This design comes from an exercise in tuning for small area and a short achievable clock period on the open sky130 flow, not from production work. RTL that was checked went through simulation tests only; none was proved equivalent to the original. The RTL of run 1 was laid out without a check of its function. No activity file was given, so power comes from the tool's default toggle rates.

--- flow/config.mk ---
export PLATFORM = sky130hd
export DESIGN_NAME = CPU
export DESIGN_NICKNAME = CPU
export VERILOG_FILES = /design/flow/design.v
export SDC_FILE = /design/flow/constraint.sdc
export NUM_CORES = 4
export LEC_CHECK = 0
export CAP_MARGIN = 20
export CORE_MARGIN = 2
export CORE_UTILIZATION = 55
export SLEW_MARGIN = 20
--- flow/constraint.sdc ---
create_clock -name core_clock -period 27.0 [get_ports {clk}]
set_input_delay 5.4000 -clock core_clock [delete_from_list [all_inputs] [get_ports {clk}]]
set_output_delay 5.4000 -clock core_clock [all_outputs]
set_load 0.01 [all_outputs]
--- flow/design.v ---
module Fetch(
    input clk,
    input reset,
    input [15:0] imem_data,
    output reg [15:0] instruction
);
    always @(posedge clk or posedge reset) begin
        if (reset) instruction <= 16'b0;
        else       instruction <= imem_data;
    end
endmodule
module Stage #(parameter QW = 4) (
    input clk,
    input reset,
    input [15:0] x_in,
    input [3:0] d_in,
    input is_div_in, is_jmp_in, is_cmp_in,
    input [15:0] ra_in,                         
    input [QW-1:0] q_in,                        
    input [15:0] b3_in,                         
    output reg [15:0] x,
    output reg [3:0] d,
    output reg is_div, is_jmp, is_cmp,
    output reg [15:0] ra,
    output reg [QW-1:0] q,
    output reg [15:0] b3
);
    always @(posedge clk or posedge reset) begin
        if (reset) begin
            x <= 16'b0;
            d <= 4'b0;
            is_div <= 1'b0;
            is_jmp <= 1'b0;
            is_cmp <= 1'b0;
        end else begin
            x <= x_in;
            d <= d_in;
            is_div <= is_div_in;
            is_jmp <= is_jmp_in;
            is_cmp <= is_cmp_in;
        end
    end
    always @(posedge clk) begin
        ra <= ra_in;
        q <= q_in;
        b3 <= b3_in;
    end
endmodule
module ALU(
    input [15:0] A,
    input [15:0] B,
    input [3:0] opcode,
    input [11:0] imm,
    output reg [15:0] X
);
    wire sub = opcode[1];                       
    wire [15:0] sum = A + (B ^ {16{sub}}) + {15'b0, sub};
    wire [15:0] prod;
    MulLo16 mul(.a(A), .b(B), .p(prod));
    always @(*) begin
        case (opcode)
            4'd0, 4'd7: X = {4'b0, imm};
            4'd1, 4'd2, 4'd6: X = sum;
            4'd4: X = prod;
            4'd5: X = ~B;
            default: X = 16'b0;
        endcase
    end
endmodule
module DivStep2 #(parameter L = 15) (
    input [(L >= 15) ? 0 : 14 - L:0] rin,       
    input a,
    input [15:0] nb,
    output q,
    output [15-L:0] rout
);
    localparam W = 16 - L;
    localparam [15:0] TOP = 16'hFFFF >> L;      
    wire [W-1:0] t;
    generate if (L >= 15) begin : f
        assign t = a;
    end else begin : n
        assign t = {rin, a};
    end endgenerate
    wire [W:0] s1 = {1'b0, t} + {1'b0, nb[W-1:0]} + 1'b1;
    wire fit1 = (nb >= ~TOP);                   
    assign q = fit1 & s1[W];
    assign rout = q ? s1[W-1:0] : t;
endmodule
module DivStep4 #(parameter L = 14) (
    input [(L >= 14) ? 0 : 13 - L:0] rin,       
    input [1:0] a,
    input [15:0] nb,
    input [15:0] nb3,
    output [1:0] q,
    output [15-L:0] rout
);
    localparam W = 16 - L;
    localparam [16:0] TOP = (17'h1 << W) - 17'h1;    
    localparam [15:0] TOP1 = TOP;
    localparam [15:0] TOP2 = TOP / 2;
    localparam [15:0] TOP3 = TOP / 3;
    wire [W-1:0] t;
    generate if (L >= 14) begin : f
        assign t = a;
    end else begin : n
        assign t = {rin, a};
    end endgenerate
    wire [15:0] nb2 = {nb[14:0], 1'b1};         
    wire [W:0] s1 = {1'b0, t} + {1'b0, nb[W-1:0]} + 1'b1;
    wire [W:0] s2 = {1'b0, t} + {1'b0, nb2[W-1:0]} + 1'b1;
    wire [W:0] s3 = {1'b0, t} + {1'b0, nb3[W-1:0]} + 1'b1;
    wire fit1 = (nb >= ~TOP1);
    wire fit2 = (nb >= ~TOP2);
    wire fit3 = (nb >= ~TOP3);
    wire c1 = fit1 & s1[W];
    wire c2 = fit2 & s2[W];
    wire c3 = fit3 & s3[W];
    assign q = {c2, c1 & ~c2 | c3};
    assign rout = c3 ? s3[W-1:0] : c2 ? s2[W-1:0] : c1 ? s1[W-1:0] : t;
endmodule
module MulLo16(input [15:0] a, input [15:0] b, output [15:0] p);
    wire pp0_0 = a[0] & b[0];
    wire pp0_1 = a[1] & b[0];
    wire pp1_0 = a[0] & b[1];
    wire pp0_2 = a[2] & b[0];
    wire pp1_1 = a[1] & b[1];
    wire pp2_0 = a[0] & b[2];
    wire pp0_3 = a[3] & b[0];
    wire pp1_2 = a[2] & b[1];
    wire pp2_1 = a[1] & b[2];
    wire pp3_0 = a[0] & b[3];
    wire pp0_4 = a[4] & b[0];
    wire pp1_3 = a[3] & b[1];
    wire pp2_2 = a[2] & b[2];
    wire pp3_1 = a[1] & b[3];
    wire pp4_0 = a[0] & b[4];
    wire pp0_5 = a[5] & b[0];
    wire pp1_4 = a[4] & b[1];
    wire pp2_3 = a[3] & b[2];
    wire pp3_2 = a[2] & b[3];
    wire pp4_1 = a[1] & b[4];
    wire pp5_0 = a[0] & b[5];
    wire pp0_6 = a[6] & b[0];
    wire pp1_5 = a[5] & b[1];
    wire pp2_4 = a[4] & b[2];
    wire pp3_3 = a[3] & b[3];
    wire pp4_2 = a[2] & b[4];
    wire pp5_1 = a[1] & b[5];
    wire pp6_0 = a[0] & b[6];
    wire pp0_7 = a[7] & b[0];
    wire pp1_6 = a[6] & b[1];
    wire pp2_5 = a[5] & b[2];
    wire pp3_4 = a[4] & b[3];
    wire pp4_3 = a[3] & b[4];
    wire pp5_2 = a[2] & b[5];
    wire pp6_1 = a[1] & b[6];
    wire pp7_0 = a[0] & b[7];
    wire pp0_8 = a[8] & b[0];
    wire pp1_7 = a[7] & b[1];
    wire pp2_6 = a[6] & b[2];
    wire pp3_5 = a[5] & b[3];
    wire pp4_4 = a[4] & b[4];
    wire pp5_3 = a[3] & b[5];
    wire pp6_2 = a[2] & b[6];
    wire pp7_1 = a[1] & b[7];
    wire pp8_0 = a[0] & b[8];
    wire pp0_9 = a[9] & b[0];
    wire pp1_8 = a[8] & b[1];
    wire pp2_7 = a[7] & b[2];
    wire pp3_6 = a[6] & b[3];
    wire pp4_5 = a[5] & b[4];
    wire pp5_4 = a[4] & b[5];
    wire pp6_3 = a[3] & b[6];
    wire pp7_2 = a[2] & b[7];
    wire pp8_1 = a[1] & b[8];
    wire pp9_0 = a[0] & b[9];
    wire pp0_10 = a[10] & b[0];
    wire pp1_9 = a[9] & b[1];
    wire pp2_8 = a[8] & b[2];
    wire pp3_7 = a[7] & b[3];
    wire pp4_6 = a[6] & b[4];
    wire pp5_5 = a[5] & b[5];
    wire pp6_4 = a[4] & b[6];
    wire pp7_3 = a[3] & b[7];
    wire pp8_2 = a[2] & b[8];
    wire pp9_1 = a[1] & b[9];
    wire pp10_0 = a[0] & b[10];
    wire pp0_11 = a[11] & b[0];
    wire pp1_10 = a[10] & b[1];
    wire pp2_9 = a[9] & b[2];
    wire pp3_8 = a[8] & b[3];
    wire pp4_7 = a[7] & b[4];
    wire pp5_6 = a[6] & b[5];
    wire pp6_5 = a[5] & b[6];
    wire pp7_4 = a[4] & b[7];
    wire pp8_3 = a[3] & b[8];
    wire pp9_2 = a[2] & b[9];
    wire pp10_1 = a[1] & b[10];
    wire pp11_0 = a[0] & b[11];
    wire pp0_12 = a[12] & b[0];
    wire pp1_11 = a[11] & b[1];
    wire pp2_10 = a[10] & b[2];
    wire pp3_9 = a[9] & b[3];
    wire pp4_8 = a[8] & b[4];
    wire pp5_7 = a[7] & b[5];
    wire pp6_6 = a[6] & b[6];
    wire pp7_5 = a[5] & b[7];
    wire pp8_4 = a[4] & b[8];
    wire pp9_3 = a[3] & b[9];
    wire pp10_2 = a[2] & b[10];
    wire pp11_1 = a[1] & b[11];
    wire pp12_0 = a[0] & b[12];
    wire pp0_13 = a[13] & b[0];
    wire pp1_12 = a[12] & b[1];
    wire pp2_11 = a[11] & b[2];
    wire pp3_10 = a[10] & b[3];
    wire pp4_9 = a[9] & b[4];
    wire pp5_8 = a[8] & b[5];
    wire pp6_7 = a[7] & b[6];
    wire pp7_6 = a[6] & b[7];
    wire pp8_5 = a[5] & b[8];
    wire pp9_4 = a[4] & b[9];
    wire pp10_3 = a[3] & b[10];
    wire pp11_2 = a[2] & b[11];
    wire pp12_1 = a[1] & b[12];
    wire pp13_0 = a[0] & b[13];
    wire pp0_14 = a[14] & b[0];
    wire pp1_13 = a[13] & b[1];
    wire pp2_12 = a[12] & b[2];
    wire pp3_11 = a[11] & b[3];
    wire pp4_10 = a[10] & b[4];
    wire pp5_9 = a[9] & b[5];
    wire pp6_8 = a[8] & b[6];
    wire pp7_7 = a[7] & b[7];
    wire pp8_6 = a[6] & b[8];
    wire pp9_5 = a[5] & b[9];
    wire pp10_4 = a[4] & b[10];
    wire pp11_3 = a[3] & b[11];
    wire pp12_2 = a[2] & b[12];
    wire pp13_1 = a[1] & b[13];
    wire pp14_0 = a[0] & b[14];
    wire pp0_15 = a[15] & b[0];
    wire pp1_14 = a[14] & b[1];
    wire pp2_13 = a[13] & b[2];
    wire pp3_12 = a[12] & b[3];
    wire pp4_11 = a[11] & b[4];
    wire pp5_10 = a[10] & b[5];
    wire pp6_9 = a[9] & b[6];
    wire pp7_8 = a[8] & b[7];
    wire pp8_7 = a[7] & b[8];
    wire pp9_6 = a[6] & b[9];
    wire pp10_5 = a[5] & b[10];
    wire pp11_4 = a[4] & b[11];
    wire pp12_3 = a[3] & b[12];
    wire pp13_2 = a[2] & b[13];
    wire pp14_1 = a[1] & b[14];
    wire pp15_0 = a[0] & b[15];
    wire n1, n2;
    assign {n2, n1} = pp0_13 + pp1_12;
    wire n3, n4;
    assign {n4, n3} = pp0_14 + pp1_13 + pp2_12;
    wire n5, n6;
    assign {n6, n5} = pp3_11 + pp4_10;
    wire n7, n8;
    assign {n8, n7} = pp0_15 + pp1_14 + pp2_13;
    wire n9, n10;
    assign {n10, n9} = pp3_12 + pp4_11 + pp5_10;
    wire n11, n12;
    assign {n12, n11} = pp6_9 + pp7_8;
    wire n13, n14;
    assign {n14, n13} = pp0_9 + pp1_8;
    wire n15, n16;
    assign {n16, n15} = pp0_10 + pp1_9 + pp2_8;
    wire n17, n18;
    assign {n18, n17} = pp3_7 + pp4_6;
    wire n19, n20;
    assign {n20, n19} = pp0_11 + pp1_10 + pp2_9;
    wire n21, n22;
    assign {n22, n21} = pp3_8 + pp4_7 + pp5_6;
    wire n23, n24;
    assign {n24, n23} = pp6_5 + pp7_4;
    wire n25, n26;
    assign {n26, n25} = pp0_12 + pp1_11 + pp2_10;
    wire n27, n28;
    assign {n28, n27} = pp3_9 + pp4_8 + pp5_7;
    wire n29, n30;
    assign {n30, n29} = pp6_6 + pp7_5 + pp8_4;
    wire n31, n32;
    assign {n32, n31} = pp9_3 + pp10_2;
    wire n33, n34;
    assign {n34, n33} = pp2_11 + pp3_10 + pp4_9;
    wire n35, n36;
    assign {n36, n35} = pp5_8 + pp6_7 + pp7_6;
    wire n37, n38;
    assign {n38, n37} = pp8_5 + pp9_4 + pp10_3;
    wire n39, n40;
    assign {n40, n39} = pp11_2 + pp12_1 + pp13_0;
    wire n41, n42;
    assign {n42, n41} = pp5_9 + pp6_8 + pp7_7;
    wire n43, n44;
    assign {n44, n43} = pp8_6 + pp9_5 + pp10_4;
    wire n45, n46;
    assign {n46, n45} = pp11_3 + pp12_2 + pp13_1;
    wire n47, n48;
    assign {n48, n47} = pp14_0 + n2 + n3;
    wire n49, n50;
    assign {n50, n49} = pp8_7 + pp9_6 + pp10_5;
    wire n51, n52;
    assign {n52, n51} = pp11_4 + pp12_3 + pp13_2;
    wire n53, n54;
    assign {n54, n53} = pp14_1 + pp15_0 + n4;
    wire n55, n56;
    assign {n56, n55} = n6 + n7 + n9;
    wire n57, n58;
    assign {n58, n57} = pp0_6 + pp1_5;
    wire n59, n60;
    assign {n60, n59} = pp0_7 + pp1_6 + pp2_5;
    wire n61, n62;
    assign {n62, n61} = pp3_4 + pp4_3;
    wire n63, n64;
    assign {n64, n63} = pp0_8 + pp1_7 + pp2_6;
    wire n65, n66;
    assign {n66, n65} = pp3_5 + pp4_4 + pp5_3;
    wire n67, n68;
    assign {n68, n67} = pp6_2 + pp7_1;
    wire n69, n70;
    assign {n70, n69} = pp2_7 + pp3_6 + pp4_5;
    wire n71, n72;
    assign {n72, n71} = pp5_4 + pp6_3 + pp7_2;
    wire n73, n74;
    assign {n74, n73} = pp8_1 + pp9_0 + n13;
    wire n75, n76;
    assign {n76, n75} = pp5_5 + pp6_4 + pp7_3;
    wire n77, n78;
    assign {n78, n77} = pp8_2 + pp9_1 + pp10_0;
    wire n79, n80;
    assign {n80, n79} = n14 + n15 + n17;
    wire n81, n82;
    assign {n82, n81} = pp8_3 + pp9_2 + pp10_1;
    wire n83, n84;
    assign {n84, n83} = pp11_0 + n16 + n18;
    wire n85, n86;
    assign {n86, n85} = n19 + n21 + n23;
    wire n87, n88;
    assign {n88, n87} = pp11_1 + pp12_0 + n20;
    wire n89, n90;
    assign {n90, n89} = n22 + n24 + n25;
    wire n91, n92;
    assign {n92, n91} = n27 + n29 + n31;
    wire n93, n94;
    assign {n94, n93} = n1 + n26 + n28;
    wire n95, n96;
    assign {n96, n95} = n30 + n32 + n33;
    wire n97, n98;
    assign {n98, n97} = n35 + n37 + n39;
    wire n99, n100;
    assign {n100, n99} = n5 + n34 + n36;
    wire n101, n102;
    assign {n102, n101} = n38 + n40 + n41;
    wire n103, n104;
    assign {n104, n103} = n43 + n45 + n47;
    wire n105, n106;
    assign {n106, n105} = n11 + n42 + n44;
    wire n107, n108;
    assign {n108, n107} = n46 + n48 + n49;
    wire n109, n110;
    assign {n110, n109} = n51 + n53 + n55;
    wire n111, n112;
    assign {n112, n111} = pp0_4 + pp1_3;
    wire n113, n114;
    assign {n114, n113} = pp0_5 + pp1_4 + pp2_3;
    wire n115, n116;
    assign {n116, n115} = pp3_2 + pp4_1;
    wire n117, n118;
    assign {n118, n117} = pp2_4 + pp3_3 + pp4_2;
    wire n119, n120;
    assign {n120, n119} = pp5_1 + pp6_0 + n57;
    wire n121, n122;
    assign {n122, n121} = pp5_2 + pp6_1 + pp7_0;
    wire n123, n124;
    assign {n124, n123} = n58 + n59 + n61;
    wire n125, n126;
    assign {n126, n125} = pp8_0 + n60 + n62;
    wire n127, n128;
    assign {n128, n127} = n63 + n65 + n67;
    wire n129, n130;
    assign {n130, n129} = n64 + n66 + n68;
    wire n131, n132;
    assign {n132, n131} = n69 + n71 + n73;
    wire n133, n134;
    assign {n134, n133} = n70 + n72 + n74;
    wire n135, n136;
    assign {n136, n135} = n75 + n77 + n79;
    wire n137, n138;
    assign {n138, n137} = n76 + n78 + n80;
    wire n139, n140;
    assign {n140, n139} = n81 + n83 + n85;
    wire n141, n142;
    assign {n142, n141} = n82 + n84 + n86;
    wire n143, n144;
    assign {n144, n143} = n87 + n89 + n91;
    wire n145, n146;
    assign {n146, n145} = n88 + n90 + n92;
    wire n147, n148;
    assign {n148, n147} = n93 + n95 + n97;
    wire n149, n150;
    assign {n150, n149} = n94 + n96 + n98;
    wire n151, n152;
    assign {n152, n151} = n99 + n101 + n103;
    wire n153, n154;
    assign {n154, n153} = n100 + n102 + n104;
    wire n155, n156;
    assign {n156, n155} = n105 + n107 + n109;
    wire n157, n158;
    assign {n158, n157} = pp0_3 + pp1_2;
    wire n159, n160;
    assign {n160, n159} = pp2_2 + pp3_1 + pp4_0;
    wire n161, n162;
    assign {n162, n161} = pp5_0 + n112 + n113;
    wire n163, n164;
    assign {n164, n163} = n114 + n116 + n117;
    wire n165, n166;
    assign {n166, n165} = n118 + n120 + n121;
    wire n167, n168;
    assign {n168, n167} = n122 + n124 + n125;
    wire n169, n170;
    assign {n170, n169} = n126 + n128 + n129;
    wire n171, n172;
    assign {n172, n171} = n130 + n132 + n133;
    wire n173, n174;
    assign {n174, n173} = n134 + n136 + n137;
    wire n175, n176;
    assign {n176, n175} = n138 + n140 + n141;
    wire n177, n178;
    assign {n178, n177} = n142 + n144 + n145;
    wire n179, n180;
    assign {n180, n179} = n146 + n148 + n149;
    wire n181, n182;
    assign {n182, n181} = n150 + n152 + n153;
    wire n183, n184;
    assign {n184, n183} = pp0_2 + pp1_1;
    wire n185, n186;
    assign {n186, n185} = pp2_1 + pp3_0 + n157;
    wire n187, n188;
    assign {n188, n187} = n111 + n158 + n159;
    wire n189, n190;
    assign {n190, n189} = n115 + n160 + n161;
    wire n191, n192;
    assign {n192, n191} = n119 + n162 + n163;
    wire n193, n194;
    assign {n194, n193} = n123 + n164 + n165;
    wire n195, n196;
    assign {n196, n195} = n127 + n166 + n167;
    wire n197, n198;
    assign {n198, n197} = n131 + n168 + n169;
    wire n199, n200;
    assign {n200, n199} = n135 + n170 + n171;
    wire n201, n202;
    assign {n202, n201} = n139 + n172 + n173;
    wire n203, n204;
    assign {n204, n203} = n143 + n174 + n175;
    wire n205, n206;
    assign {n206, n205} = n147 + n176 + n177;
    wire n207, n208;
    assign {n208, n207} = n151 + n178 + n179;
    wire n209, n210;
    assign {n210, n209} = n155 + n180 + n181;
    wire [15:0] s0 = {n208, n206, n204, n202, n200, n198, n196, n194, n192, n190, n188, n186, n184, pp2_0, pp0_1, pp0_0};
    wire [15:0] s1 = {n209, n207, n205, n203, n201, n199, n197, n195, n193, n191, n189, n187, n185, n183, pp1_0, 1'b0};
    assign p = s0 + s1;
endmodule
module Execute(
    input is_div,
    input [15:0] x,                     
    input [15:0] ra,
    input [15:0] b3,                    
    input [15:5] qhi,
    output [15:0] result
);
    wire [11:0] s3_0_r;
    wire s3_0_q;
    DivStep2 #(.L(4)) s3_0(.rin(ra[15:5]), .a(ra[4]), .nb(x), .q(s3_0_q), .rout(s3_0_r));
    wire [13:0] s3_1_r;
    wire [1:0] s3_1_q;
    DivStep4 #(.L(2)) s3_1(.rin(s3_0_r), .a(ra[3:2]), .nb(x), .nb3(b3), .q(s3_1_q), .rout(s3_1_r));
    wire [15:0] s3_2_r;
    wire [1:0] s3_2_q;
    DivStep4 #(.L(0)) s3_2(.rin(s3_1_r), .a(ra[1:0]), .nb(x), .nb3(b3), .q(s3_2_q), .rout(s3_2_r));
    assign result = is_div ? {qhi, s3_0_q, s3_1_q, s3_2_q} : x;
endmodule
module RegisterFile(
    input clk,
    input reset,
    input write_enable,                 
    input [3:0] write_addr,
    input [15:0] write_data,
    input exec_we,                      
    input [3:0] exec_addr,
    input [3:0] next_read_addr1,
    input [3:0] next_read_addr2,
    output [15:0] read_data1,
    output [15:0] read_data2
);
    reg [15:0] registers [0:12];
    reg [12:0] valid;
    reg [12:0] sel1, sel2;
    reg fwd1, fwd2;
    wire [12:0] wsel;
    wire [12:0] valid_next = valid | wsel;
    wire fwd1_next = exec_we && (exec_addr == next_read_addr1) && (next_read_addr1 < 4'd13);
    wire fwd2_next = exec_we && (exec_addr == next_read_addr2) && (next_read_addr2 < 4'd13);
    genvar i;
    generate
        for (i = 0; i < 13; i = i + 1) begin : g_reg
            assign wsel[i] = write_enable && (write_addr == i);
            always @(posedge clk)
                if (wsel[i]) registers[i] <= write_data;
        end
    endgenerate
    always @(posedge clk or posedge reset) begin
        if (reset) begin
            valid <= 13'b0;
            sel1 <= 13'b0;
            sel2 <= 13'b0;
            fwd1 <= 1'b0;
            fwd2 <= 1'b0;
        end else begin
            valid <= valid_next;
            sel1 <= Decode13(next_read_addr1) & valid_next & {13{~fwd1_next}};
            sel2 <= Decode13(next_read_addr2) & valid_next & {13{~fwd2_next}};
            fwd1 <= fwd1_next;
            fwd2 <= fwd2_next;
        end
    end
    function [12:0] Decode13(input [3:0] a);
        integer k;
        begin
            for (k = 0; k < 13; k = k + 1)
                Decode13[k] = (a == k);
        end
    endfunction
    RegRead rd1(.s(sel1), .f(fwd1), .fdata(write_data),
                .r0(registers[0]), .r1(registers[1]), .r2(registers[2]), .r3(registers[3]),
                .r4(registers[4]), .r5(registers[5]), .r6(registers[6]), .r7(registers[7]),
                .r8(registers[8]), .r9(registers[9]), .r10(registers[10]), .r11(registers[11]),
                .r12(registers[12]), .data(read_data1));
    RegRead rd2(.s(sel2), .f(fwd2), .fdata(write_data),
                .r0(registers[0]), .r1(registers[1]), .r2(registers[2]), .r3(registers[3]),
                .r4(registers[4]), .r5(registers[5]), .r6(registers[6]), .r7(registers[7]),
                .r8(registers[8]), .r9(registers[9]), .r10(registers[10]), .r11(registers[11]),
                .r12(registers[12]), .data(read_data2));
endmodule
module RegRead(
    input [12:0] s,
    input f,
    input [15:0] fdata,
    input [15:0] r0, r1, r2, r3, r4, r5, r6, r7, r8, r9, r10, r11, r12,
    output [15:0] data
);
    assign data = ({16{s[0]}}  & r0)  | ({16{s[1]}}  & r1)  | ({16{s[2]}}  & r2)  |
                  ({16{s[3]}}  & r3)  | ({16{s[4]}}  & r4)  | ({16{s[5]}}  & r5)  |
                  ({16{s[6]}}  & r6)  | ({16{s[7]}}  & r7)  | ({16{s[8]}}  & r8)  |
                  ({16{s[9]}}  & r9)  | ({16{s[10]}} & r10) | ({16{s[11]}} & r11) |
                  ({16{s[12]}} & r12) | ({16{f}} & fdata);
endmodule
module CPU(
    input clk,
    input reset,
    output [15:0] imem_addr,
    input [15:0] imem_data,
    output rf_we,
    output [3:0] rf_waddr,
    output [15:0] rf_wdata,
    output flag_n,
    output flag_z
);
    reg [15:0] pc;
    wire [15:0] ir;
    wire [15:0] A, B, X;
    wire [15:0] nB = ~B;
    wire [15:0] nb3 = ~(B + {B[14:0], 1'b0});  
    wire [15:0] x_d, x_e, ra_d, ra_e, result;
    wire [3:0] d_d, d_e;
    wire is_div_d, is_jmp_d, is_cmp_d, is_div_e, is_jmp_e, is_cmp_e;
    wire [5:0] q_d;
    wire [10:0] q_e;
    wire [15:0] b3_d, b3_e;
    reg [15:0] result_reg;              
    reg [15:0] result_wb;               
    reg [3:0] write_addr_wb;
    reg write_enable;
    reg N_reg, Z_reg;
    assign imem_addr = pc;
    assign rf_we = write_enable;
    assign rf_waddr = write_addr_wb;
    assign rf_wdata = result_reg;
    assign flag_n = N_reg;
    assign flag_z = Z_reg;
    Fetch fetch(.clk(clk), .reset(reset), .imem_data(imem_data), .instruction(ir));
    RegisterFile rf(.clk(clk), .reset(reset), .write_enable(write_enable),
                    .write_addr(write_addr_wb), .write_data(result_wb),
                    .exec_we(~is_jmp_e), .exec_addr(d_e),
                    .next_read_addr1(imem_data[11:8]), .next_read_addr2(imem_data[7:4]),
                    .read_data1(A), .read_data2(B));
    ALU alu(.A(A), .B(B), .opcode(ir[15:12]), .imm(ir[11:0]), .X(X));
    wire [1:0] s1_0_r;
    wire [1:0] s1_0_q;
    DivStep4 #(.L(14)) s1_0(.rin(1'b0), .a(A[15:14]), .nb(nB), .nb3(nb3), .q(s1_0_q), .rout(s1_0_r));
    wire [3:0] s1_1_r;
    wire [1:0] s1_1_q;
    DivStep4 #(.L(12)) s1_1(.rin(s1_0_r), .a(A[13:12]), .nb(nB), .nb3(nb3), .q(s1_1_q), .rout(s1_1_r));
    wire [5:0] s1_2_r;
    wire [1:0] s1_2_q;
    DivStep4 #(.L(10)) s1_2(.rin(s1_1_r), .a(A[11:10]), .nb(nB), .nb3(nb3), .q(s1_2_q), .rout(s1_2_r));
    Stage #(.QW(6)) sd(.clk(clk), .reset(reset), .x_in(X), .d_in(ir[3:0]),
        .is_div_in(ir[15:12] == 4'd5), .is_jmp_in(ir[15:12] == 4'd7), .is_cmp_in(ir[15:12] == 4'd6),
        .ra_in({s1_2_r, A[9:0]}), .q_in({s1_0_q, s1_1_q, s1_2_q}), .b3_in(nb3),
        .x(x_d), .d(d_d), .is_div(is_div_d), .is_jmp(is_jmp_d), .is_cmp(is_cmp_d),
        .ra(ra_d), .q(q_d), .b3(b3_d));
    wire [7:0] s2_0_r;
    wire [1:0] s2_0_q;
    DivStep4 #(.L(8)) s2_0(.rin(ra_d[15:10]), .a(ra_d[9:8]), .nb(x_d), .nb3(b3_d), .q(s2_0_q), .rout(s2_0_r));
    wire [9:0] s2_1_r;
    wire [1:0] s2_1_q;
    DivStep4 #(.L(6)) s2_1(.rin(s2_0_r), .a(ra_d[7:6]), .nb(x_d), .nb3(b3_d), .q(s2_1_q), .rout(s2_1_r));
    wire [10:0] s2_2_r;
    wire s2_2_q;
    DivStep2 #(.L(5)) s2_2(.rin(s2_1_r), .a(ra_d[5]), .nb(x_d), .q(s2_2_q), .rout(s2_2_r));
    Stage #(.QW(11)) se(.clk(clk), .reset(reset), .x_in(x_d), .d_in(d_d),
        .is_div_in(is_div_d), .is_jmp_in(is_jmp_d), .is_cmp_in(is_cmp_d),
        .ra_in({s2_2_r, ra_d[4:0]}), .q_in({q_d, s2_0_q, s2_1_q, s2_2_q}), .b3_in(b3_d),
        .x(x_e), .d(d_e), .is_div(is_div_e), .is_jmp(is_jmp_e), .is_cmp(is_cmp_e),
        .ra(ra_e), .q(q_e), .b3(b3_e));
    Execute execute(.is_div(is_div_e), .x(x_e), .ra(ra_e), .b3(b3_e), .qhi(q_e), .result(result));
    always @(posedge clk or posedge reset) begin
        if (reset) begin
            result_reg <= 16'b0;
            write_addr_wb <= 4'b0;
            write_enable <= 1'b0;
            N_reg <= 1'b0;
            Z_reg <= 1'b0;
            pc <= 16'b0;
        end else begin
            result_reg <= result;
            write_addr_wb <= d_e;
            write_enable <= ~is_jmp_e;
            if (is_cmp_e) begin
                N_reg <= x_e[15];
                Z_reg <= x_e == 16'b0;
            end
            pc <= is_jmp_e ? x_e : pc + 16'd1;
        end
    end
    always @(posedge clk)
        result_wb <= result;
endmodule
--- flow/flow/run.sh ---
#!/bin/bash
# Layout flow: the standard flow (standard synthesis included, unchanged),
# with the timing repair asked for more setup slack than the constraint needs,
# so that it sizes and buffers the critical paths towards a shorter period.
# The clock period and constraints are the standard flow's own (constraint.sdc).
set -euo pipefail
MARGIN=$(cat flow/setup_margin.txt)
bash standard.sh SETUP_SLACK_MARGIN=$MARGIN finish > standard_flow.log 2>&1
--- flow/flow/setup_margin.txt ---
19.8
--- flow/standard.sh ---
#!/bin/bash
# synth_recipe.tcl (not shown) runs the flow's synth.tcl, then flattens the netlist and writes it again
# the make line also repeats each setting of config.mk as NAME=value (left out here)
make -C /OpenROAD-flow-scripts/flow DESIGN_CONFIG=/design/flow/config.mk WORK_HOME=/design/flow/orfs CLKGATE_MAP_FILE= SYNTH_SCRIPT=/design/flow/synth_recipe.tcl "${@:-finish}"
==> results of run 1 <==
==> path summary, 6_finish.rpt <==
kind | startpoint | to
setup / recovery | write_addr_wb[1]$_DFF_PP0_ | rf_waddr[1]
hold / removal | sd.ra[0]$_DFF_P_ | se.ra[0]$_DFF_P_
setup reg to reg | rf.fwd2$_DFF_PP0_ | sd.ra[12]$_DFF_P_
hold reg to reg | sd.ra[0]$_DFF_P_ | se.ra[0]$_DFF_P_
max in group asynchronous | reset | write_addr_wb[1]$_DFF_PP0_
min in group asynchronous | reset | pc[3]$_DFF_PP0_
==> routing by layer <==
metal | up-vias | track usage | share of wire
met5 | - | 0 | 0
met4 | 0 | 0.157 | 0.048
met3 | 318 | 0.0734 | 0.11
met2 | 1399 | 0.532 | 0.43
met1 | 11800 | 0.514 | 0.42
li1 | 10600 | - | -
==> cells in the final DEF, fill, tap and decap left out, drive strengths merged, types with 20 or more instances in the layout <==
cell type / instances
a21boi: 21
a21o: 38
a21oi: 120
a221oi: 20
a22oi: 206
and3: 22
buf: 121
clkbuf: 76
clkdlybuf4s50: 56
dfrtp: 142
dfxtp: 97
edfxtp: 208
fa: 100
ha: 273
inv: 225
mux2: 32
nand2: 215
nand2b: 38
nand3: 69
nor2: 197
nor2b: 32
nor3: 68
o21a: 28
o21ai: 149
or3: 20
xnor2: 127
xor2: 57
==> layout make-up <==
cell class                      instances  area [um2]  area share
Antenna cell                            1        2.50   0.0000745
Clock inverter                         18         200     0.00596
Sequential cell                       447       11800       0.350
Multi-Input combinational cell       2079       16800       0.500
Timing Repair Buffer                  177        1590      0.0474
Inverter                              226         882      0.0262
Clock buffer                           76        1500      0.0447
Tap cell                              688         861      0.0256
==> kinds of logic (layout without fill, tap and decap cells) <==
kind of cell,after synthesis,in the layout,share of synthesized area
other,0,1,0
AO/OA/AOI/OAI,737,738,0.173
AND/OR/NAND/NOR,734,734,0.122
XOR/XNOR,184,184,0.0555
flip-flops,447,447,0.397
buffers and inverters,328,497,0.0503
adder cells (fa/ha/maj),373,373,0.183
multiplexers,50,50,0.0184
==> power by group <==
group	switching, mW	leakage (nW)	internal (mW)
Sequential	0.135	4.49	0.815
Clock	0.286	0.839	0.407
Combinational	0.710	8.63	0.525
==> through the flow <==
step / hold WS (ns) / cell area (um2)
after floorplan: 0.310 / 29600
after global placement: 0.312 / 30800
after detailed placement: 0.312 / 30800
after CTS: 0.329 / 33000
after global routing: 0.339 / 33600
final: 0.326 / 33600
==> what timing repair did <==
| action | in CTS | in global routing |
|---|---|---|
| resized for setup | 62 | 76 |
| hold endpoints to repair | 0 | 0 |
| pin swaps | 14 | 21 |
| cloned | 0 | 1 |
| endpoints found under the setup margin | 26 | 25 |
| setup buffers | 28 | 37 |
==> key figures, run 1 <==
GRT
  – Vias in the first global route: between 20k and 25k
  – GRT Total Usage: 0.360
  – Initial antenna violation count: 2
  – Grt total ovfl: 0
  – First-pass GRT wire length: between 150000 and 200000 um
  – Largest net degree at the start of global routing: 80

Drt
  – # DRC: 0
  – Final wirelength: between 100000 and 150000 um
  – DRT Pass-1 Iters: 6
  – Average vias per placed instance: 6.48
  – Vias: ~24k
  – Antenna-violating nets left: 0
  – DR WL/cell: about 27 um
  – Detailed Route Iter0 Violations: between 2k and 3k

CTS
  – H-tree depth: 2
  – Clk slew on worst S/H paths: about 0.06 ns
  – Clock Tree Buf Depth: 3
  – CTS root buf: clkbuf_16
  – Insertion delay to the later sink of the worst-skew pair: just over 0.6 ns
  – CTS sink cnt: about 450
  – Cts bufs inserted: 50
  – CTS tree: built
  – Hold Buf Count CTS: 0

Critical path
  – Crit Path Class: reg2out
  – Worst-path maximum fanout: 8
  – Critical Path RT: around 22 ns
  – Reg2Reg Depth: 29
  – Critical-path cell list: clkdlybuf4s50_1
  – CP bufs+invs: 1
  – Worst setup SP type: flip-flop
  – Worst setup EP type: output pin
  – Family with the most delay on the worst path: buffers and inverters
  – Worst EP arrival: roughly 1.7 ns
  – Max incr delay on CP: ~0.6 ns
  – Critical path depth: 1
  – Flop2flop setup slack: 20.14 ns
  – Critical Path Slowest Stage Cell: clkdlybuf4s50_1

Timing
  – Maximum clock rate: around 140 MHz
  – Worst Clk Skew: between 0.02 and 0.03 ns
  – Finish-stage setup viols: 0
  – Worst slew pin tran: between 1 and 1.5 ns
  – Period utilization: 0.264
  – Setup WS post-layout: between 15 and 20 ns
  – Fin. Hold Viols: 0
  – Slew HR: 0.252
  – RSZ-0062 raised after global routing: no
  – Total negative slack: 0 ns
  – Final min period: 7.14 ns
  – Slew Viols, Final: 0

Placement
  – Worst Setup Slack post-DPL: 18.52 ns
  – HPWL Detailed: between 60000 and 70000 um
  – IO Port Bufs: 56
  – Cells after DPL: about 3.6k
  – Gpl congestion: just under 1

Floorplan
  – DIE AREA: ~56000 um2
  – Die H: 236 um
  – Number of core rows: 84
  – Ports: 57
  – Core region area: between 50000 and 60000 um2
  – Die width: about 240 um
  – Starting Density: 0.560

Worst hold path
  – Worst min path class: reg2reg
  – Worst hold path depth: 0

Synth
  – Top-count cell post-synth: ha_1
  – Syn Std Cell Area: 29600 um2
  – Seq/Total Area, Yosys: 0.397
  – Post-synth top flop: edfxtp_1
  – Synth Warn #: 8
  – Syn Area/Cell: approximately 10 um2
  – Leading area contributor after synthesis: edfxtp_1
  – Most frequent cells after synthesis: ha_1 (273), inv_1 (219), nand2_1 (213), edfxtp_1 (208), a22oi_1 (198)
  – Synth async-reset ratio: 0.318
  – Post-synth EDFFs: 208
  – Synthesized net count: ~3.2k
  – Synth top area cells: edfxtp_1 (21%), dfrtp_1 (12%), ha_1 (12%), fa_1 (6.8%), dfxtp_1 (6.6%)
  – Yosys reg bits: between 400 and 500
  – Post-synth top area share: 0.211
  – Count of cell types in the netlist: 99
  – Cell count after synthesis: about 2.9k

Cells and area
  – Finished Layout Cells: about 3.7k
  – Share of cells above drive strength 1: 0.134
  – Area growth, synth to finish: 13.6%
  – # nets final: around 3.4k
  – Max FFs per register: ~210
  – Fin util: 0.636
  – Fillers: roughly 4.3k
  – Largest Register: rf.registers

Job
  – Max Cap Viol: 0

Power and ir drop
  – Leak: about 14 nW
  – Peak VDD IR: ~0.048 mV
  – Total power: between 2 and 3 mW
  – Power per standard cell area: 85.6 nW/um2

Outcome
  – Status: no timing/DRC/antenna violations
==> run 2, diff against run 1 <==
--- a/flow/design.v
+++ b/flow/design.v
@@ -519,19 +519,14 @@
         end
     endgenerate
     always @(posedge clk or posedge reset) begin
-        if (reset) begin
-            valid <= 13'b0;
-            sel1 <= 13'b0;
-            sel2 <= 13'b0;
-            fwd1 <= 1'b0;
-            fwd2 <= 1'b0;
-        end else begin
-            valid <= valid_next;
-            sel1 <= Decode13(next_read_addr1) & valid_next & {13{~fwd1_next}};
-            sel2 <= Decode13(next_read_addr2) & valid_next & {13{~fwd2_next}};
-            fwd1 <= fwd1_next;
-            fwd2 <= fwd2_next;
-        end
+        if (reset) valid <= 13'b0;
+        else       valid <= valid_next;
+    end
+    always @(posedge clk) begin
+        sel1 <= Decode13(next_read_addr1) & valid_next & {13{~fwd1_next}};
+        sel2 <= Decode13(next_read_addr2) & valid_next & {13{~fwd2_next}};
+        fwd1 <= fwd1_next;
+        fwd2 <= fwd2_next;
     end
     function [12:0] Decode13(input [3:0] a);
         integer k;
==> flow/flow/run.sh (replaced) <==
#!/bin/bash
# Layout flow: the standard flow (standard synthesis included, unchanged),
# with two changes to how the layout is made:
#  - the timing repair is asked for more setup slack than the constraint
#    needs (flow/setup_margin.txt, ns), so that it sizes and buffers the
#    critical paths towards a shorter period;
#  - clock tree synthesis gets the arguments in flow/cts_args.txt.
# The clock period and constraints are the standard flow's own (constraint.sdc).
set -euo pipefail
MARGIN=$(cat flow/setup_margin.txt)
CTS=$(cat flow/cts_args.txt)
bash standard.sh SETUP_SLACK_MARGIN="$MARGIN" CTS_ARGS="$CTS" finish > standard_flow.log 2>&1
==> flow/flow/cts_args.txt (new file) <==
-sink_clustering_enable -repair_clock_nets -dont_use_dummy_load -sink_clustering_size 24 -sink_clustering_max_diameter 90
--- a/flow/config.mk
+++ b/flow/config.mk
@@ -7,5 +7,5 @@
 export LEC_CHECK = 0
 export CAP_MARGIN = 20
 export CORE_MARGIN = 2
-export CORE_UTILIZATION = 55
+export CORE_UTILIZATION = 70
 export SLEW_MARGIN = 20
==> run 2 against run 1 <==
Net effect: still clean; core utilization increased by 14 points; final cell count decreased by 7.5%; die area decreased by 22%; sequential cell count unchanged; largest power group unchanged.
==> key figures, run 2 <==
Timing
  – RSZ-0062 raised after global routing: yes
  – Slew Viols, Final: 0
  – Total negative slack: 0 ns
  – Final min period: around 7.1 ns
  – Maximum clock rate: 141 MHz
  – Worst slew pin tran: 1.23 ns
  – Worst Clk Skew: 0.0737 ns
  – Slew HR: 0.176
  – Finish-stage setup viols: 0
  – Period utilization: 0.264
  – Fin. Hold Viols: 0

Floorplan
  – Number of core rows: 74
  – Die width: 208 um
  – Starting Density: 0.712
  – Core region area: just over 40000 um2
  – DIE AREA: 43300 um2
  – Die H: 208 um
  – Ports: 57

Drt
  – # DRC: 0
  – DR WL/cell: 27.8 um
  – Detailed Route Iter0 Violations: roughly 3.5k
  – Final wirelength: 95600 um
  – DRT Pass-1 Iters: 8
  – Vias: around 24k
  – Antenna-violating nets left: 0
  – Average vias per placed instance: approximately 7

Critical path
  – Worst EP arrival: approximately 1.7 ns
  – Critical Path Slowest Stage Cell: clkdlybuf4s50_1
  – Worst setup SP type: flip-flop
  – Worst-path maximum fanout: 8
  – Family with the most delay on the worst path: buffers and inverters
  – Critical Path RT: roughly 22 ns
  – Critical-path cell list: clkdlybuf4s50_1
  – Crit Path Class: reg2out
  – Max incr delay on CP: approximately 0.60 ns
  – CP bufs+invs: 1
  – Worst setup EP type: output pin

CTS
  – Clk slew on worst S/H paths: about 0.090 ns
  – Insertion delay to the later sink of the worst-skew pair: about 0.60 ns
  – CTS tree: built
  – CTS sink cnt: between 400 and 500
  – CTS root buf: clkbuf_16
  – H-tree depth: 1
  – Clock Tree Buf Depth: 3
  – Hold Buf Count CTS: 0
  – Cts bufs inserted: 24

Cells and area
  – Fillers: 2702
  – Commonest non-fill, non-tap cell in the layout: ha_1
  – Share of cells above drive strength 1: 0.109
  – Max FFs per register: around 210
  – # nets final: about 3.3k
  – Fin area: 31700 um2
  – Largest Register: rf.registers
  – Most frequent cells in the layout: ha_1 (268), edfxtp_1 (208), nand2_1 (207), a22oi_1 (203), inv_1 (201)
  – N_diodes: 0
  – Area growth, synth to finish: 8.73%

Placement
  – HPWL Detailed: 66500 um
  – IO Port Bufs: 56
  – DP Area: approximately 30000 um2
  – Gpl congestion: ~1

Synth
  – Cell count after synthesis: 2820
  – Synth async-reset ratio: 0.255
  – Post-synth EDFFs: ~210
  – Post-synth top flop: edfxtp_1
  – Top-count cell post-synth: ha_1
  – Synth top area cells: edfxtp_1 (21%), ha_1 (12%), dfrtp_1 (9.8%), dfxtp_1 (8.6%), fa_1 (6.9%)
  – Leading area contributor after synthesis: edfxtp_1
  – Yosys reg bits: about 450
  – Synthesized net count: ~3.2k
  – Most frequent cells after synthesis: ha_1 (273), inv_1 (213), nand2_1 (209), edfxtp_1 (208), a22oi_1 (203)
  – Syn Std Cell Area: just under 30000 um2
  – Syn Area/Cell: 10.3 um2
  – Synth Warn #: 8
  – Post-synth top area share: 0.214
  – Count of cell types in the netlist: 81
  – Seq/Total Area, Yosys: 0.398

Power and ir drop
  – Register share of total power: 0.367
  – Leak: ~13 nW
  – Clock Power Share: 0.140
  – Logic pwr share: 0.493
  – Switching share of total power: 0.418
  – Int Power: around 1.5 mW
  – P_sw: between 1 and 1.5 mW
  – Peak VDD IR: ~0.081 mV
  – Power per standard cell area: 82.0 nW/um2

GRT
  – Largest net degree at the start of global routing: between 70 and 80
  – GRT Total Usage: 0.435
  – Initial antenna violation count: 3
  – First-pass GRT wire length: 143000 um
  – Vias in the first global route: ~24k
  – Grt total ovfl: 0

Worst hold path
  – Worst min path class: reg2reg

Outcome
  – Status: no timing/DRC/antenna violations

Job
  – Max Cap Viol: 0
-- run 2: changes by cell type after synthesis, sizes merged, moves of 8 or more --
cell | previous run | this run
dfxtp | 97 | 125
o21bai | 8 | 19
a222oi | 7 | 15
o21ai | 149 | 133
nor2b | 32 | 40
dfrtp | 142 | 114
clkbuf | 31 | 39
or3 | 20 | 12
mux2 | 32 | 44
a21boi | 21 | 7
mux2i | 18 | 27
nand3 | 69 | 56
buf | 71 | 60
inv | 224 | 214
-- run 2: logic make-up (layout without fill, tap and decap cells) --
family	after synthesis	count (layout)	share of synthesized area
adders and majority gates	373	373	0.186
DFF	447	447	0.398
buffers and inverters	316	396	0.0467
muxes	71	71	0.0263
xor gates and xnor gates	187	187	0.0567
AOI/OAI and AO/OA	716	716	0.170
and+or+nand+nor	710	710	0.117
-- run 2: metal layers --
metal  global-route usage  wire (um)  up-vias
li1                     -          -    10300
met1                0.547      32600    11500
met2                0.674      42100     2027
met3                0.110      13100      573
met4                0.278       7860        2
met5                    0         13        -
-- run 2: power by group through the flow --
stage,registers [mW],clock network (mW),logic [mW]
final,0.953,0.365,1.28
after global routing,0.955,0.386,1.39
after CTS,0.943,0.364,1.20
after detailed placement,0.957,0,1.18
after global placement,0.953,0,1.14
after floorplan,0.894,0,0.852
-- run 2: cell type report --
| type | instances | area, um2 | area share |
|---|---|---|---|
| flip-flops and latches | 447 | 11600 | 0.366 |
| well taps | 532 | 666 | 0.0210 |
| multi-input cells | 2057 | 16600 | 0.524 |
| inverters | 217 | 841 | 0.0265 |
| repair buffers | 155 | 1360 | 0.0429 |
| clock buffers | 24 | 601 | 0.0189 |
-- run 2: worst paths after layout --
check,start,end,slack (ns),cells past startpoint
worst max register to register,rf.fwd1$_DFF_P_,sd.x[15]$_DFF_PP0_,19.93,19
worst max-delay path,write_addr_wb[1]$_DFF_PP0_,rf_waddr[1],19.88,1
worst min-delay path,sd.b3[11]$_DFF_P_,se.b3[11]$_DFF_P_,0.33,0
min in group asynchronous,reset,result_reg[3]$_DFF_PP0_,5.34,2
max in group asynchronous,reset,write_addr_wb[0]$_DFF_PP0_,20.46,3
worst min register to register,sd.b3[11]$_DFF_P_,se.b3[11]$_DFF_P_,0.33,0
-- run 2: through the flow --
| stage | std cells | power [mW] | utilization | hold slack, ns | setup slack [ns] |
|---|---|---|---|---|---|
| after floorplan | 2820 | 1.75 | - | 0.310 | 20.08 |
| after global placement | 3358 | 2.09 | 0.739 | 0.311 | 18.29 |
| after CTS | 3402 | 2.51 | 0.762 | 0.333 | 19.81 |
| after detailed placement | 3358 | 2.13 | 0.739 | 0.312 | 18.24 |
| final | 3432 | 2.60 | 0.775 | 0.333 | 19.88 |
| after global routing | 3432 | 2.73 | 0.775 | 0.338 | 19.70 |
-- run 2: what timing repair did --
action | in CTS | in global routing
buffers inserted | 19 | 30
endpoints found under the setup margin | 26 | 24
pin swaps | 11 | 23
endpoints found under the hold margin | 0 | 0
resized for setup | 61 | 78
gates cloned | 1 | 0
==> run 3, diff against run 2 <==
--- a/flow/config.mk
+++ b/flow/config.mk
@@ -7,5 +7,5 @@
 export LEC_CHECK = 0
 export CAP_MARGIN = 20
 export CORE_MARGIN = 2
-export CORE_UTILIZATION = 70
+export CORE_UTILIZATION = 55
 export SLEW_MARGIN = 20
==> run 3 against run 2 <==
Net effect: still clean on timing, DRC and antenna; die area grew 27%; sequential power is essentially flat; global-route usage shrank 7.4 points; register-to-register slack gained 0.15 ns; fmax grew 0.31%; core utilization shrank 16 points; synthesized cell count is the same; critical endpoint is now rf_waddr[0].
==> key figures, run 3 <==
Outcome
  – Status: no timing/DRC/antenna violations

Drt
  – Detailed Route Iter0 Violations: 2573
  – Vias: ~24k
  – # DRC: 0
  – DRT Pass-1 Iters: 8
  – Antenna-violating nets left: 0
  – Final wirelength: ~100000 um
  – DR WL/cell: between 20 and 30 um
  – Average vias per placed instance: between 6 and 7

Cells and area
  – Area growth, synth to finish: 10.7%
  – Largest Register: rf.registers
  – Finished Layout Cells: around 3.6k
  – Most frequent cells in the layout: ha_1 (270), edfxtp_1 (208), nand2_1 (206), a22oi_1 (203), inv_1 (203)
  – # nets final: 3333
  – Share of cells above drive strength 1: 0.122
  – Max FFs per register: around 210
  – Commonest non-fill, non-tap cell in the layout: ha_1

Synth
  – Leading area contributor after synthesis: edfxtp_1
  – Post-synth top area share: 0.214
  – Synthesized net count: around 3.2k
  – Count of cell types in the netlist: around 80
  – Seq/Total Area, Yosys: 0.398
  – Most frequent cells after synthesis: ha_1 (273), inv_1 (213), nand2_1 (209), edfxtp_1 (208), a22oi_1 (203)
  – Syn Std Cell Area: between 20000 and 30000 um2
  – Yosys reg bits: approximately 450
  – Top-count cell post-synth: ha_1
  – Syn Area/Cell: 10.3 um2
  – Synth Warn #: 8
  – Post-synth EDFFs: ~210
  – Cell count after synthesis: ~2.8k
  – Synth async-reset ratio: 0.255
  – Post-synth top flop: edfxtp_1
  – Synth top area cells: edfxtp_1 (21%), ha_1 (12%), dfrtp_1 (9.8%), dfxtp_1 (8.6%), fa_1 (6.9%)

Critical path
  – Flop2flop setup slack: approximately 20 ns
  – Max incr delay on CP: 0.60 ns
  – Worst setup EP type: output pin
  – Worst setup SP type: flip-flop
  – Reg2Reg Depth: 33
  – RR Startpoint: se.x[0]$_DFF_PP0_
  – FF-to-FF End: result_reg[1]$_DFF_PP0_
  – CP bufs+invs: 1
  – Worst-path maximum fanout: 8
  – Critical Path RT: around 22 ns
  – Critical Path Source: write_addr_wb[0]$_DFF_PP0_
  – Worst EP arrival: roughly 1.7 ns
  – Critical-path cell list: clkdlybuf4s50_1
  – Family with the most delay on the worst path: buffers and inverters
  – Critical Path Slowest Stage Cell: clkdlybuf4s50_1
  – Crit Path Class: reg2out

Power and ir drop
  – Power per standard cell area: a little over 80 nW/um2
  – Clock Power Share: 0.146
  – P_sw: 1.07 mW
  – Peak VDD IR: between 0.06 and 0.07 mV
  – Leak: approximately 13 nW
  – Switching share of total power: 0.412
  – Logic pwr share: 0.488
  – Register share of total power: 0.366
  – Int Power: 1.53 mW

CTS
  – Insertion delay to the later sink of the worst-skew pair: just over 0.6 ns
  – CTS root buf: clkbuf_16
  – Cts bufs inserted: 26
  – CTS sink cnt: 447
  – H-tree depth: 1
  – Clock Tree Buf Depth: 3
  – CTS tree: built
  – Clk slew on worst S/H paths: approximately 0.09 ns

Worst hold path
  – WHS Endpoint: se.q[6]$_DFF_P_
  – Hold Crit Start: sd.q[1]$_DFF_P_
  – Worst min path class: reg2reg
  – Worst hold path depth: 0

Timing
  – Worst Clk Skew: between 0.1 and 0.15 ns
  – Slew Viols, Final: 0
  – Worst slew pin tran: roughly 1.1 ns
  – Total negative slack: 0 ns
  – Period utilization: 0.263
  – Finish-stage setup viols: 0
  – Fin. Hold Viols: 0
  – Slew HR: 0.237
  – RSZ-0062 raised after global routing: yes
  – Maximum clock rate: approximately 140 MHz
  – Final min period: between 7 and 8 ns

Floorplan
  – Ports: between 50 and 60
  – Die H: roughly 230 um
  – Number of core rows: 84
  – Starting Density: 0.556
  – Die width: 234 um
  – DIE AREA: around 55000 um2
  – Core region area: roughly 52000 um2

GRT
  – Grt total ovfl: 0
  – First-pass GRT wire length: 145000 um
  – GRT Total Usage: 0.361
  – Initial antenna violation count: 7
  – Vias in the first global route: around 23k
  – Largest net degree at the start of global routing: 69

Job
  – Max Cap Viol: 0

Placement
  – Cells after DPL: approximately 3.5k
  – IO Port Bufs: 56
  – Gpl congestion: roughly 0.96
  – HPWL Detailed: approximately 70000 um
-- run 3: cell counts after synthesis --
No cell type changed its count.
-- run 3: power by group through the flow --
stage          sequential [mW]  clock (mW)  combinational, mW
3_3_place_gp             0.962           0               1.15
2_1_floorplan            0.894           0              0.852
5_1_grt                  0.957       0.410               1.39
4_1_cts                  0.947       0.385               1.20
3_5_place_dp             0.962           0               1.18
6_report                 0.951       0.380               1.27
-- run 3: final cells by class --
type | instances | area, um2
Multi-Input combinational cell | 2058 | 16700
Antenna cell | 2 | 5.00
Sequential cell | 447 | 11600
Clock buffer | 26 | 651
Timing Repair Buffer | 192 | 1630
Inverter | 217 | 842
Tap cell | 688 | 861
Fill cell | 4396 | 20200
-- run 3: layer usage --
metal	track usage	vias up	wire length, um
met5	0	-	29
met4	0.172	4	5650
met3	0.0578	340	9140
met2	0.588	1411	46300
met1	0.471	11600	38700
li1	-	10400	-
-- run 3: timing repair --
action | CTS | global route
setup endpoints to repair | 24 | 24
cloned | 1 | 3
hold buffers | 0 | 0
pin swaps | 10 | 35
endpoints found under the hold margin | 0 | 0
resized for setup | 51 | 96
setup buffers | 14 | 48
-- run 3: kinds of logic after synthesis --
| logic type | after synthesis | synth area share |
|---|---|---|
| compound gates | 716 | 0.170 |
| xor+xnor | 187 | 0.0567 |
| fa+ha+maj | 373 | 0.186 |
| buf+inv | 316 | 0.0467 |
| flops | 447 | 0.398 |
| mux | 71 | 0.0263 |
| simple gates | 710 | 0.117 |
-- run 3: per-stage QoR --
step,cell area [um2],utilization,power (mW),worst slack [ns],hold slack [ns]
CTS,31500,0.601,2.53,19.80,0.311
global route,32300,0.616,2.75,19.72,0.307
detailed placement,30600,0.584,2.14,18.68,0.312
global placement,30600,0.584,2.11,18.79,0.312
floorplan,29200,-,1.75,20.08,0.310
finish,32300,0.616,2.60,19.91,0.321
-- run 3: worst max path at each step --
| stage | slack [ns] | to | cells after the start |
|---|---|---|---|
| finish | 19.91 | rf_waddr[0] | 1 |
| global route | 19.72 | result_reg[0]$_DFF_PP0_ | 35 |
| global placement | 18.79 | result_reg[0]$_DFF_PP0_ | 34 |
| CTS | 19.80 | result_reg[0]$_DFF_PP0_ | 34 |
| detailed placement | 18.68 | result_reg[0]$_DFF_PP0_ | 34 |
| floorplan | 20.08 | result_reg[0]$_DFF_PP0_ | 37 |
==> run 4, diff against run 3 <==
==> flow/flow/cts_args.txt (replaced) <==
-sink_clustering_enable -repair_clock_nets -dont_use_dummy_load -sink_clustering_size 30 -sink_clustering_max_diameter 100
--- a/flow/config.mk
+++ b/flow/config.mk
@@ -5,7 +5,7 @@
 export SDC_FILE = /design/flow/constraint.sdc
 export NUM_CORES = 4
 export LEC_CHECK = 0
-export CAP_MARGIN = 20
+export CAP_MARGIN = 10
 export CORE_MARGIN = 2
 export CORE_UTILIZATION = 55
-export SLEW_MARGIN = 20
+export SLEW_MARGIN = 10
==> run 4 against run 3 <==
Net effect: final cell count is 0.36% lower; via count is 0.70% lower; clock skew is 0.043 ns lower; largest cell class unchanged.
==> key figures, run 4 <==
Synth
  – Post-synth EDFFs: around 210
  – Synthesized net count: 3211
  – Leading area contributor after synthesis: edfxtp_1
  – Post-synth top flop: edfxtp_1
  – Top-count cell post-synth: ha_1
  – Yosys reg bits: between 400 and 500
  – Post-synth top area share: 0.214
  – Synth Warn #: 8
  – Seq/Total Area, Yosys: 0.398
  – Most frequent cells after synthesis: ha_1 (273), inv_1 (213), nand2_1 (209), edfxtp_1 (208), a22oi_1 (203)
  – Syn Area/Cell: around 10 um2
  – Synth async-reset ratio: 0.255
  – Syn Std Cell Area: 29200 um2
  – Cell count after synthesis: approximately 2.8k
  – Synth top area cells: edfxtp_1 (21%), ha_1 (12%), dfrtp_1 (9.8%), dfxtp_1 (8.6%), fa_1 (6.9%)
  – Count of cell types in the netlist: 81

Critical path
  – Crit path to: rf_waddr[1]
  – Critical Path Slowest Stage Cell: clkdlybuf4s50_1
  – Worst EP arrival: between 1.5 and 2 ns
  – Crit Path Class: reg2out
  – Critical Path RT: ~22 ns
  – Worst setup SP type: flip-flop
  – CP bufs+invs: 1
  – Max incr delay on CP: slightly above 0.6 ns
  – Flop2flop setup slack: a little over 20 ns
  – Critical Path Source: write_addr_wb[1]$_DFF_PP0_
  – Reg2Reg Depth: 30
  – Worst setup EP type: output pin
  – Family with the most delay on the worst path: buffers and inverters
  – RR Startpoint: se.x[6]$_DFF_PP0_
  – Critical-path cell list: clkdlybuf4s50_1
  – Critical path depth: 1
  – Worst-path maximum fanout: 8
  – FF-to-FF End: result_reg[0]$_DFF_PP0_

Floorplan
  – Ports: 57
  – Die H: ~230 um
  – Number of core rows: 84
  – DIE AREA: between 50000 and 60000 um2
  – Starting Density: 0.556
  – Die width: ~230 um
  – Core region area: between 50000 and 60000 um2

Timing
  – Final min period: 7.13 ns
  – Total negative slack: 0 ns
  – Period utilization: 0.264
  – RSZ-0062 raised after global routing: yes
  – Finish-stage setup viols: 0
  – Setup WS post-layout: 19.87 ns
  – Maximum clock rate: around 140 MHz
  – Fin. Hold Viols: 0
  – Worst Clk Skew: approximately 0.076 ns
  – Slew HR: 0.227
  – Slew Viols, Final: 0
  – Worst slew pin tran: 1.16 ns

Cells and area
  – Fin area: 32100 um2
  – Most frequent cells in the layout: ha_1 (267), edfxtp_1 (208), nand2_1 (206), a22oi_1 (203), inv_1 (202)
  – Max FFs per register: about 210
  – Commonest non-fill, non-tap cell in the layout: ha_1
  – Area growth, synth to finish: 10.1%
  – Largest Register: rf.registers
  – Share of cells above drive strength 1: 0.119
  – # nets final: about 3.3k

GRT
  – Vias in the first global route: about 23k
  – Initial antenna violation count: 7
  – Largest net degree at the start of global routing: 69
  – GRT Total Usage: 0.360
  – Grt total ovfl: 0
  – First-pass GRT wire length: around 140000 um

CTS
  – Clock Tree Buf Depth: 3
  – Clk slew on worst S/H paths: about 0.11 ns
  – CTS root buf: clkbuf_16
  – Cts bufs inserted: 21
  – CTS sink cnt: around 450
  – Insertion delay to the later sink of the worst-skew pair: roughly 0.59 ns
  – CTS tree: built
  – H-tree depth: 1

Placement
  – DP Area: between 30000 and 40000 um2
  – Gpl congestion: slightly below 1
  – Worst Setup Slack post-DPL: around 19 ns
  – HPWL Detailed: approximately 70000 um
  – IO Port Bufs: 56

Job
  – Max Cap Viol: 0

Drt
  – Average vias per placed instance: 6.51
  – # DRC: 0
  – Vias: 23.6k
  – Antenna-violating nets left: 0
  – Detailed Route Iter0 Violations: ~2.6k
  – DR WL/cell: around 27 um
  – Final wirelength: roughly 99000 um
  – DRT Pass-1 Iters: 17

Power and ir drop
  – Power per standard cell area: ~80 nW/um2
  – Peak VDD IR: ~0.053 mV
  – Leak: roughly 13 nW
  – Total power: between 2 and 3 mW

Outcome
  – Status: no timing/DRC/antenna violations

Worst hold path
  – Worst min path class: reg2reg
  – Worst hold path depth: 0
## run 4: how the worst min path moves through the flow
stage	to	start
3_5_place_dp	se.b3[14]$_DFF_P_	sd.b3[14]$_DFF_P_
4_1_cts	se.q[7]$_DFF_P_	sd.q[2]$_DFF_P_
6_report	se.q[7]$_DFF_P_	sd.q[2]$_DFF_P_
5_1_grt	se.b3[14]$_DFF_P_	sd.b3[14]$_DFF_P_
2_1_floorplan	se.b3[10]$_DFF_P_	sd.b3[10]$_DFF_P_
3_3_place_gp	se.b3[14]$_DFF_P_	sd.b3[14]$_DFF_P_
## run 4: final cells by class
class                   instances  area (um2)
well taps                     688         861
flip-flops and latches        447       11600
repair buffers                182        1540
diodes                          4        10.0
multi-input cells            2058       16700
inverters                     217         838
clock buffers                  21         526
fillers                      4402       20300
## run 4: timing repair
action,4_1_cts,5_1_grt
gates resized for setup,54,97
hold buffers,0,0
pin swaps,10,32
setup buffers,17,36
gates cloned,1,2
setup endpoints to repair,24,24
## run 4: per-stage QoR
| step | utilization | instances | hold slack [ns] |
|---|---|---|---|
| global route | 0.612 | 3613 | 0.342 |
| floorplan | - | 2820 | 0.310 |
| CTS | 0.599 | 3575 | 0.332 |
| finish | 0.612 | 3617 | 0.329 |
| detailed placement | 0.584 | 3536 | 0.312 |
| global placement | 0.584 | 3536 | 0.312 |
## run 4: cell families (layout without fill, tap and decap cells)
group | Yosys count | in the layout | synth area share
compound gates | 716 | 716 | 0.170
simple gates | 710 | 711 | 0.117
flops | 447 | 447 | 0.398
fa+ha+maj | 373 | 373 | 0.186
buf+inv | 316 | 420 | 0.0467
xor+xnor | 187 | 187 | 0.0567
mux | 71 | 71 | 0.0263
other cells | 0 | 4 | 0
## run 4: layer usage
metal | wire length [um] | vias to the layer above | global-route usage
li1 | - | 10400 | -
met1 | 39000 | 11500 | 0.470
met2 | 46400 | 1301 | 0.591
met3 | 8670 | 306 | 0.0595
met4 | 5250 | 6 | 0.160
met5 | 40 | - | 0
## run 4: worst reg2reg max path, delay by kind of cell (launching register included)
family                     cells  cell delay (ns)
AOI/OAI and AO/OA             17             3.16
adders and majority gates      3             1.02
muxes                          3             0.84
DFF                            1             0.78
and+or+nand+nor                4             0.49
buffers and inverters          3             0.44
## run 4: power breakdown
part | leakage (nW) | internal, mW | switching [mW]
clock network | 0.259 | 0.140 | 0.201
registers | 4.36 | 0.814 | 0.137
logic | 8.48 | 0.543 | 0.725

[separate check: timing with driven ports]
The flow's constraints put no driver on any port. The routed layouts listed below were extracted and timed again, unchanged, in two steps. Step 1 sets driving cells, clkbuf_16 on the clock port and buf_2 on the other inputs (assumed; they add their load-dependent delay and slew). Step 2 also shifts input and output timing later by t, the mid clock arrival at the registers, as if the neighbouring blocks saw the same clock. Slacks: ideal ports / drivers / drivers and shift; pairs: ideal ports / drivers.
run | shift t [ns] | setup slack, ns | latest minus earliest clock arrival (ns) | worst data-port slew with drivers (ns)
run 1 | 0.665 | 19.865 / 19.798 / 19.472 | 0.035 / 0.035 | 0.07
run 2 | 0.625 | 19.884 / 19.822 / 19.431 | 0.079 / 0.079 | 0.03
run 3 | 0.624 | 19.905 / 19.841 / 19.439 | 0.120 / 0.120 | 0.03
run 4 | 0.610 | 19.866 / 19.806 / 19.419 | 0.077 / 0.076 | 0.03
After both steps setup and hold are still met in every run listed. For run 3, which loses most, drivers alone change the setup slack by -0.064 ns; drivers and shift together by -0.466 ns.
